Background: an optimization exercise with open tools, aiming at small area and a short achievable clock period. Do not read the settings as production practice.
The RTL was checked by simulation tests, not by an equivalence proof against the original design.
The clock port is modelled as an ideal driver; clocking choices that lean on that would not hold on a real chip.
No activity file was given, so power comes from the tool's default toggle rates.

==> run G <==
## sincos
module sincos (
    input wire clk,
    input wire rst,
    input wire [7:0] theta,
    output reg [7:0] sine,
    output reg [7:0] cosine,
    output reg done
);
Settings: LEC_CHECK=0, ABC_AREA=1, CAP_MARGIN=20, CORE_MARGIN=2, CORE_UTILIZATION=40, HOLD_SLACK_MARGIN=0.05, SETUP_SLACK_MARGIN=2.45, SLEW_MARGIN=20; clock period 4.0 ns.
standard.sh (not shown) runs the stock make flow with config.mk's settings and CLKGATE_MAP_FILE= SYNTH_SCRIPT=/design/flow/synth_recipe.tcl, a recipe that flattens the netlist after the stock synthesis.
==> flow/flow/run.sh <==
#!/bin/bash
# Own layout flow: the standard ORFS flow (standard.sh, with its unchanged synthesis) and
# these changes to how the layout is made:
#  - port buffers are sky130_fd_sc_hd__buf_2 instead of the delay cell buffer_ports picks;
#  - repair may change a cell's footprint (MATCH_CELL_FOOTPRINT=0);
set -euo pipefail
cd "$(dirname "$0")/.."
# Up to CTS with config.mk's setup margin; the routing steps' repair aims lower (see below).
bash standard.sh \
  BUFFER_PORTS_ARGS="-buffer_cell sky130_fd_sc_hd__buf_2" \
  MATCH_CELL_FOOTPRINT=0 \
  PRE_CTS_TCL="$PWD/flow/clock_tree.tcl" \
  CLK_SKEW_PATTERN='k_*' \
  CLK_SKEW_CELL=sky130_fd_sc_hd__clkdlybuf4s50_1 \
  CLK_LATE_FROM_GROUP=1 \
  cts > flow_make_cts.log 2>&1
bash standard.sh \
  BUFFER_PORTS_ARGS="-buffer_cell sky130_fd_sc_hd__buf_2" \
  MATCH_CELL_FOOTPRINT=0 \
  PRE_CTS_TCL="$PWD/flow/clock_tree.tcl" \
  CLK_SKEW_PATTERN='k_*' \
  CLK_SKEW_CELL=sky130_fd_sc_hd__clkdlybuf4s50_1 \
  CLK_LATE_FROM_GROUP=1 \
  SETUP_SLACK_MARGIN=2.6 \
  finish > flow_make.log 2>&1
Other scripts of this flow, unchanged in this note and not shown: flow/flow/clock_tree.tcl
==> run Z: changes against run G <==
--- a/flow/flow/run.sh
+++ b/flow/flow/run.sh
@@ -23,3 +23,3 @@
   CLK_LATE_FROM_GROUP=1 \
-  SETUP_SLACK_MARGIN=2.6 \
+  SETUP_SLACK_MARGIN=2.5 \
   finish > flow_make.log 2>&1
==> run E: changes against run G <==
--- a/flow/flow/run.sh
+++ b/flow/flow/run.sh
@@ -23,3 +23,3 @@
   CLK_LATE_FROM_GROUP=1 \
-  SETUP_SLACK_MARGIN=2.6 \
+  SETUP_SLACK_MARGIN=2.3 \
   finish > flow_make.log 2>&1
==> qor summary <==
Result of the run: run E complete, no violations; run Z complete, no violations; run G complete, no violations
Post-layout instance area: run E 3860 um2; run Z 4060 um2; run G 4140 um2
Clock transition at path regs: run E 80 ps; run Z 90 ps; run G 80 ps
Multi-input logic area: run E 1180 um2; run Z 1190 um2; run G 1200 um2
Final critical path time including I/O delays and setup: run E 1500 ps; run Z 1450 ps; run G 1450 ps
Final worst slack: run E 2500 ps; run Z 2550 ps; run G 2550 ps
Hold-critical path depth: run E 3; run Z 4; run G 4
Multi-input gate share of the layout cell area: run E 30.5%; run Z 29.3%; run G 29.0%
Total power divided by cell area: run E 538 nW/um2; run Z 521 nW/um2; run G 517 nW/um2
Final Hold Slack: run E 54.0 ps; run Z 59.8 ps; run G 64.3 ps
1st-iter DRT viols: run E 265; run Z 261; run G 297
Combinational Power Share: run E 19.2%; run Z 21.1%; run G 22.3%
Final worst clock skew: run E 699 ps; run Z 700 ps; run G 702 ps
Worst setup path category: run E flip-flop to flip-flop; run Z flip-flop to output port; run G flip-flop to output port
Seq/total area: run E 53.5%; run Z 51.2%; run G 50.2%
Endpoint arrival time on the critical path: run E 2250 ps; run Z 650 ps; run G 650 ps
Total power consumption of the routed design: run E 2.08 mW; run Z 2.11 mW; run G 2.14 mW
Int Pwr: run E 1.52 mW; run Z 1.54 mW; run G 1.56 mW
Combinational logic power: run E 0.399 mW; run Z 0.447 mW; run G 0.478 mW
Share of the core filled with cells: run E 46.8%; run Z 49.1%; run G 50.2%
CP max FO: run E 13; run Z 1; run G 1
Cell at the slowest stage of the critical path: run E dfxtp_2; run Z dfrtp_1; run G dfrtp_1
Min-delay src: run E t8[7]; run Z t8[4]; run G t8[4]
Met2 WL: run E 3270 um; run Z 3380 um; run G 3500 um
Crit Reg-Reg Startpoint: run E t8[1]; run Z k_n231; run G t8[5]
Portion of the clock cycle consumed by the worst path in the final layout: run E 37.5%; run Z 36.2%; run G 36.2%
Source of the critical timing path: run E t8[1]; run Z done; run G done

---

==> 09-01: inputs <==
Another version of the RTL of sincos (not shown whole).
Design sincos, start of the top module:
module sincos (
    input wire clk,
    input wire rst,
    input wire [7:0] theta,
    output reg [7:0] sine,
    output reg [7:0] cosine,
    output reg done
);
export LEC_CHECK = 0
export CAP_MARGIN = 20
export CORE_MARGIN = 2
export CORE_UTILIZATION = 40
export SETUP_SLACK_MARGIN = 2.3
export SLEW_MARGIN = 20
create_clock -name core_clock -period 4.0 [get_ports {clk}]
==> flow/flow/run.sh <==
#!/bin/bash
# Own layout flow: the standard ORFS flow (standard.sh, with its unchanged synthesis) and
# three changes to how the layout is made:
#  - port buffers are sky130_fd_sc_hd__buf_2 instead of the delay cell buffer_ports picks;
#  - repair may change a cell's footprint (MATCH_CELL_FOOTPRINT=0);
#  - the clock is distributed by flow/clock_tree.tcl (run as the CTS step's pre-hook): the
#    clock port drives 4 clkbuf_16, one per cluster of nearby flip-flops, so every register
#    sees one buffer level; TritonCTS then finds the clock already buffered and leaves it.
# Each tool's full output stays in orfs/logs/ (ORFS writes one log per step); make's own
# output goes to flow_make.log.
set -euo pipefail
cd "$(dirname "$0")/.."
bash standard.sh \
  BUFFER_PORTS_ARGS="-buffer_cell sky130_fd_sc_hd__buf_2" \
  MATCH_CELL_FOOTPRINT=0 \
  PRE_CTS_TCL="$PWD/flow/clock_tree.tcl" \
  finish > flow_make.log 2>&1
==> flow/flow/clock_tree.tcl <==
# Clock distribution made here instead of TritonCTS's H-tree: the clock port drives
# CLK_TREE_K clock buffers, each placed at the centre of a cluster of nearby flip-flops and
# driving that cluster's clock pins. One level of buffering gives every register the same
# kind of clock path (a balanced tree with a single buffer level).
set k_want [expr {[info exists ::env(CLK_TREE_K)] ? $::env(CLK_TREE_K) : 4}]
set bufname [expr {[info exists ::env(CLK_TREE_BUF)] ? $::env(CLK_TREE_BUF) : "sky130_fd_sc_hd__clkbuf_16"}]
set block [ord::get_db_block]
set db [ord::get_db]
set clk_port [lindex [sta::find_clocks_matching * 0 0] 0]
set clknet ""
foreach bt [$block getBTerms] {
  if {[$bt getName] eq "clk"} { set clknet [$bt getNet] }
}
set master [$db findMaster $bufname]
set sinks {}
foreach it [$clknet getITerms] { lappend sinks $it }
set n [llength $sinks]
puts "clock_tree: $n sinks, $k_want buffers of $bufname"
# coordinates
set xs {}; set ys {}
foreach it $sinks {
  set b [[$it getInst] getBBox]
  lappend xs [expr {([$b xMin] + [$b xMax]) / 2.0}]
  lappend ys [expr {([$b yMin] + [$b yMax]) / 2.0}]
}
# k-means, seeded by sorting along x then y (deterministic)
set order [lsort -integer -indices [lmap x $xs {expr {int($x)}}]]
set cx {}; set cy {}
for {set k 0} {$k < $k_want} {incr k} {
  set i [lindex $order [expr {int(($k + 0.5) * $n / $k_want)}]]
  lappend cx [lindex $xs $i]; lappend cy [lindex $ys $i]
}
set cap [expr {int(ceil(double($n) / $k_want)) + 2}]
for {set iter 0} {$iter < 30} {incr iter} {
  # balanced assignment: greedy by distance with a cap per cluster
  set pairs {}
  for {set i 0} {$i < $n} {incr i} {
    for {set k 0} {$k < $k_want} {incr k} {
      set d [expr {abs([lindex $xs $i] - [lindex $cx $k]) + abs([lindex $ys $i] - [lindex $cy $k])}]
      lappend pairs [list $d $i $k]
    }
  }
  set pairs [lsort -real -index 0 $pairs]
  set asg [lrepeat $n -1]; set cnt [lrepeat $k_want 0]
  foreach p $pairs {
    lassign $p d i k
    if {[lindex $asg $i] >= 0} continue
    if {[lindex $cnt $k] >= $cap} continue
    lset asg $i $k; lset cnt $k [expr {[lindex $cnt $k] + 1}]
  }
  set sx [lrepeat $k_want 0.0]; set sy [lrepeat $k_want 0.0]
  for {set i 0} {$i < $n} {incr i} {
    set k [lindex $asg $i]
    lset sx $k [expr {[lindex $sx $k] + [lindex $xs $i]}]
    lset sy $k [expr {[lindex $sy $k] + [lindex $ys $i]}]
  }
  for {set k 0} {$k < $k_want} {incr k} {
    if {[lindex $cnt $k] > 0} {
      lset cx $k [expr {[lindex $sx $k] / [lindex $cnt $k]}]
      lset cy $k [expr {[lindex $sy $k] / [lindex $cnt $k]}]
    }
  }
}
for {set k 0} {$k < $k_want} {incr k} {
  set inst [odb::dbInst_create $block $master "clkbuf_root_$k"]
  set net [odb::dbNet_create $block "clknet_root_$k"]
  $net setSigType CLOCK
  [$inst findITerm A] connect $clknet
  [$inst findITerm X] connect $net
  set w [[$inst getMaster] getWidth]; set h [[$inst getMaster] getHeight]
  $inst setLocation [expr {int([lindex $cx $k] - $w / 2)}] [expr {int([lindex $cy $k] - $h / 2)}]
  $inst setPlacementStatus PLACED
  $inst setSourceType TIMING
  puts "clock_tree: buffer $k at ([expr {int([lindex $cx $k])}], [expr {int([lindex $cy $k])}]) drives [lindex $cnt $k] sinks"
}
for {set i 0} {$i < $n} {incr i} {
  set it [lindex $sinks $i]
  set k [lindex $asg $i]
  $it disconnect
  $it connect [$block findNet "clknet_root_$k"]
}
$clknet setSigType CLOCK
global_connect
set_propagated_clock [all_clocks]
==> 03-16 (differences from 09-01) <==
==> flow/flow/run.sh (replaced) <==
#!/bin/bash
# Own layout flow: the standard ORFS flow (standard.sh, with its unchanged synthesis) and
# these changes to how the layout is made:
#  - port buffers are sky130_fd_sc_hd__buf_2 instead of the delay cell buffer_ports picks;
#  - repair may change a cell's footprint (MATCH_CELL_FOOTPRINT=0);
#  - the clock is distributed by flow/clock_tree.tcl (run as the CTS step's pre-hook): the
#    clock port drives 3 clkbuf_16, one per cluster of nearby flip-flops, so those registers
#    see one buffer level; the 4th branch feeds the registers in the middle of the result
#    table (k_*, register-to-register paths only, no port paths) through one delay cell and a
#    clkbuf_16, which moves time from the short stage after them to the long stage before
#    them. TritonCTS then finds the clock already buffered and leaves it.
# Each tool's full output stays in orfs/logs/ (ORFS writes one log per step); make's own
# output goes to flow_make.log.
set -euo pipefail
cd "$(dirname "$0")/.."
bash standard.sh \
  BUFFER_PORTS_ARGS="-buffer_cell sky130_fd_sc_hd__buf_2" \
  MATCH_CELL_FOOTPRINT=0 \
  PRE_CTS_TCL="$PWD/flow/clock_tree.tcl" \
  CLK_SKEW_PATTERN='k_*' \
  CLK_SKEW_CELL=sky130_fd_sc_hd__clkdlybuf4s25_1 \
  finish > flow_make.log 2>&1
--- a/flow/flow/clock_tree.tcl
+++ b/flow/flow/clock_tree.tcl
@@ -12,8 +12,13 @@
   if {[$bt getName] eq "clk"} { set clknet [$bt getNet] }
 }
 set master [$db findMaster $bufname]
-set sinks {}
-foreach it [$clknet getITerms] { lappend sinks $it }
+set skew_pat [expr {[info exists ::env(CLK_SKEW_PATTERN)] ? $::env(CLK_SKEW_PATTERN) : ""}]
+set skew_cell [expr {[info exists ::env(CLK_SKEW_CELL)] ? $::env(CLK_SKEW_CELL) : ""}]
+set sinks {}; set late {}
+foreach it [$clknet getITerms] {
+  if {$skew_pat ne "" && [string match $skew_pat [[$it getInst] getName]]} { lappend late $it } else { lappend sinks $it }
+}
+if {[llength $late] > 0} { incr k_want -1 }
 set n [llength $sinks]
 puts "clock_tree: $n sinks, $k_want buffers of $bufname"
 # coordinates
@@ -79,6 +84,30 @@
   $it disconnect
   $it connect [$block findNet "clknet_root_$k"]
 }
+if {[llength $late] > 0} {
+  # the pipeline's middle register: its clock passes one delay cell more, which moves time
+  # from the stage after it to the stage before it (both are register-to-register paths)
+  set lx 0.0; set ly 0.0
+  foreach it $late {
+    set b [[$it getInst] getBBox]
+    set lx [expr {$lx + ([$b xMin] + [$b xMax]) / 2.0}]; set ly [expr {$ly + ([$b yMin] + [$b yMax]) / 2.0}]
+  }
+  set lx [expr {int($lx / [llength $late])}]; set ly [expr {int($ly / [llength $late])}]
+  set dly [odb::dbInst_create $block [$db findMaster $skew_cell] "clkdly_late"]
+  set dnet [odb::dbNet_create $block "clknet_late_d"]
+  $dnet setSigType CLOCK
+  [$dly findITerm A] connect $clknet
+  [$dly findITerm X] connect $dnet
+  $dly setLocation [expr {$lx - 2000}] $ly; $dly setPlacementStatus PLACED; $dly setSourceType TIMING
+  set lb [odb::dbInst_create $block $master "clkbuf_late"]
+  set lnet [odb::dbNet_create $block "clknet_late"]
+  $lnet setSigType CLOCK
+  [$lb findITerm A] connect $dnet
+  [$lb findITerm X] connect $lnet
+  $lb setLocation $lx $ly; $lb setPlacementStatus PLACED; $lb setSourceType TIMING
+  foreach it $late { $it disconnect; $it connect $lnet }
+  puts "clock_tree: [llength $late] sinks matching $skew_pat behind $skew_cell"
+}
 $clknet setSigType CLOCK
 global_connect
 set_propagated_clock [all_clocks]
- SETUP_SLACK_MARGIN: 2.3 -> 2.45
==> 04-15 (differences from 09-01) <==
==> flow/flow/run.sh (replaced) <==
#!/bin/bash
# Own layout flow: the standard ORFS flow (standard.sh, unchanged synthesis), with the
# port buffers made from sky130_fd_sc_hd__buf_2 instead of the delay-buffer cell that
# buffer_ports picks by default, and repair allowed to change a cell's footprint.
set -euo pipefail
cd "$(dirname "$0")/.."
bash standard.sh \
  BUFFER_PORTS_ARGS="-buffer_cell sky130_fd_sc_hd__buf_2" \
  MATCH_CELL_FOOTPRINT=0 \
  finish > flow_make.log 2>&1
- SETUP_SLACK_MARGIN: 2.3 -> 2.2
removed: flow/flow/clock_tree.tcl
==> qor summary <==
Multi-input gate share of total cell area: 04-15 0.313; 09-01 0.352; 03-16 0.348
Growth of design area from synthesis to finish: 04-15 30.7%; 09-01 17.9%; 03-16 15.1%
Outcome: 04-15 timing/DRC/antenna clean; 09-01 timing/DRC/antenna clean; 03-16 timing/DRC/antenna clean
Combinational logic power: 04-15 303 uW; 09-01 295 uW; 03-16 279 uW
Slew HR: 04-15 0.688; 09-01 0.666; 03-16 0.609
Post-layout total power: 04-15 3.06 mW; 09-01 2.01 mW; 03-16 2.02 mW
Period minus WS final: 04-15 1800 ps; 09-01 1750 ps; 03-16 1490 ps
Met1 usage: 04-15 0.258; 09-01 0.242; 03-16 0.238
Wire length of the first global-routing pass: 04-15 17400 um; 09-01 16500 um; 03-16 16600 um
Critical-path top delay cell: 04-15 dfrtp_1; 09-01 dfxtp_4; 03-16 dfxtp_4
Final Hold Slack: 04-15 172 ps; 09-01 324 ps; 03-16 293 ps
Fraction of final layout cells sized beyond drive strength 1: 04-15 0.268; 09-01 0.227; 03-16 0.187
Final std cell area, no fill: 04-15 0.00533 sq mm; 09-01 0.00481 sq mm; 03-16 0.00469 sq mm
Net load switching power: 04-15 748 uW; 09-01 481 uW; 03-16 482 uW
Dpl cell area: 04-15 0.00432 sq mm; 09-01 0.00432 sq mm; 03-16 0.00435 sq mm
Achievable frequency: 04-15 556 MHz; 09-01 572 MHz; 03-16 673 MHz
Total met2 wirelength after detailed routing: 04-15 5110 um; 09-01 4480 um; 03-16 4610 um
Final setup skew: 04-15 7.45 ps; 09-01 14.5 ps; 03-16 326 ps
Top power consumer group: 04-15 clock; 09-01 sequential cells; 03-16 sequential cells
Leakage dissipation: 04-15 2.20 nW; 09-01 1.93 nW; 03-16 1.90 nW
Power dissipated in the clock network: 04-15 1.50 mW; 09-01 458 uW; 03-16 476 uW
Part of the cycle the worst path needs: 04-15 0.450; 09-01 0.437; 03-16 0.371
Storage element area: 04-15 0.00235 sq mm; 09-01 0.00236 sq mm; 03-16 0.00235 sq mm
Worst-margin pin slew: 04-15 464 ps; 09-01 497 ps; 03-16 584 ps

---

==> nickel: inputs <==
sincos, a different RTL version from the one above (not shown whole).
clock: 4.0 ns
lec_check: 0
cap_margin: 20
core_margin: 2
core_utilization: 40
slew_margin: 20
run.sh (not shown) runs the stock make flow with config.mk's settings and CLKGATE_MAP_FILE= SYNTH_SCRIPT=/design/flow/synth_recipe.tcl, a recipe that flattens the netlist after the stock synthesis.
Stock flow here: none of the scripts above is used.
==> garnet: changes against nickel <==
--- a/flow/config.mk
+++ b/flow/config.mk
@@ -9,3 +9,4 @@
 export CORE_MARGIN = 2
 export CORE_UTILIZATION = 40
+export SETUP_SLACK_MARGIN = 2.2
 export SLEW_MARGIN = 20
==> maple: changes against nickel <==
--- a/flow/config.mk
+++ b/flow/config.mk
@@ -6,6 +6,8 @@
 export NUM_CORES = 4
 export LEC_CHECK = 0
+export ABC_CLOCK_PERIOD_IN_PS = 1500
 export CAP_MARGIN = 20
 export CORE_MARGIN = 2
 export CORE_UTILIZATION = 40
+export SETUP_SLACK_MARGIN = 2.2
 export SLEW_MARGIN = 20
==> results.txt <==
metric                                                                      garnet                   nickel                    maple
Seq pwr share                                                                0.500                    0.479                    0.500
Overall Global Routing Usage                                                 0.217                    0.186                    0.217
Clock buffer count                                                               9                       10                        9
Highest net fanout along the worst path                                          4                       20                        4
Gates resized, CTS repair                                                       76                        0                       76
Worst slew margin relative to its limit                                      0.687                    0.482                    0.687
Final Instance Count excl. Fillers                                             645                      612                      645
Largest voltage drop on the vdd net                                       0.324 mV                 0.325 mV                 0.324 mV
Buffer count excluding the clock tree in the final layout                       66                       34                       66
Total number of cells along the worst setup path                                 8                        7                        8
Setup slack after layout                                                   1.94 ns                 0.929 ns                  1.94 ns
Layout non-clock buf frac                                                    0.112                   0.0646                    0.112
Detailed Route Iter0 Violations                                                436                      412                      436
Capture point of the critical path                                         sine[3]                cosine[1]                  sine[3]
Total routed wirelength                                                  12,600 µm                10,700 µm                12,600 µm
Power share of the clock group                                               0.304                    0.364                    0.304
Outcome                                                    complete, no violations  complete, no violations  complete, no violations
Switch share                                                                 0.307                    0.263                    0.307
GRT met1 Usage                                                               0.283                    0.250                    0.283

port drivers added, routing unchanged:
No port has a modelled driver above. Below, the same layouts with a new extraction and two added sets of constraints.
Step 1 (the two cells are an assumption about what drives the block):
set clk [get_ports {clk}]
set_driving_cell -lib_cell sky130_fd_sc_hd__clkbuf_16 $clk
set_driving_cell -lib_cell sky130_fd_sc_hd__buf_2 [delete_from_list [all_inputs] $clk]
Step 2, shift: input delay + t, output delay - t, t = (earliest + latest rising clock arrival at the registers) / 2. This alone moves slack from input paths to output paths.
a / b / c = ideal ports / drivers / drivers and shift; a / b = the first two.
| run | t (ns) | setup WS [ns] | clock arrival spread, ns | worst register clock-pin slew, ns |
|---|---|---|---|---|
| run G | 0.561 | 2.551 / 2.480 / 2.644 | 0.702 / 0.702 | 0.09 / 0.09 |
| run Z | 0.561 | 2.551 / 2.480 / 2.639 | 0.701 / 0.700 | 0.09 / 0.09 |
| run E | 0.560 | 2.498 / 2.482 / 2.498 | 0.700 / 0.700 | 0.08 / 0.08 |
| 09-01 | 0.243 | 2.251 / 2.251 / 2.251 | 0.015 / 0.014 | 0.11 / 0.11 |
| 03-16 | 0.381 | 2.515 / 2.484 / 2.514 | 0.327 / 0.326 | 0.12 / 0.12 |
| 04-15 | 0.535 | 2.200 / 2.168 / 2.210 | 0.008 / 0.008 | 0.06 / 0.06 |
| nickel | 0.397 | 0.929 / 0.929 / 0.929 | 0.021 / 0.020 | 0.11 / 0.11 |
| garnet | 0.402 | 1.941 / 1.941 / 1.941 | 0.022 / 0.021 | 0.11 / 0.11 |
| maple | 0.402 | 1.941 / 1.941 / 1.941 | 0.022 / 0.021 | 0.11 / 0.11 |
Clock arrivals are far apart in run G, run Z, run E and 03-16, so t is only a midpoint there and step 2 fits no single register. For 03-16, which loses most, drivers alone change the setup slack by -0.031 ns; drivers and shift together by -0.001 ns.
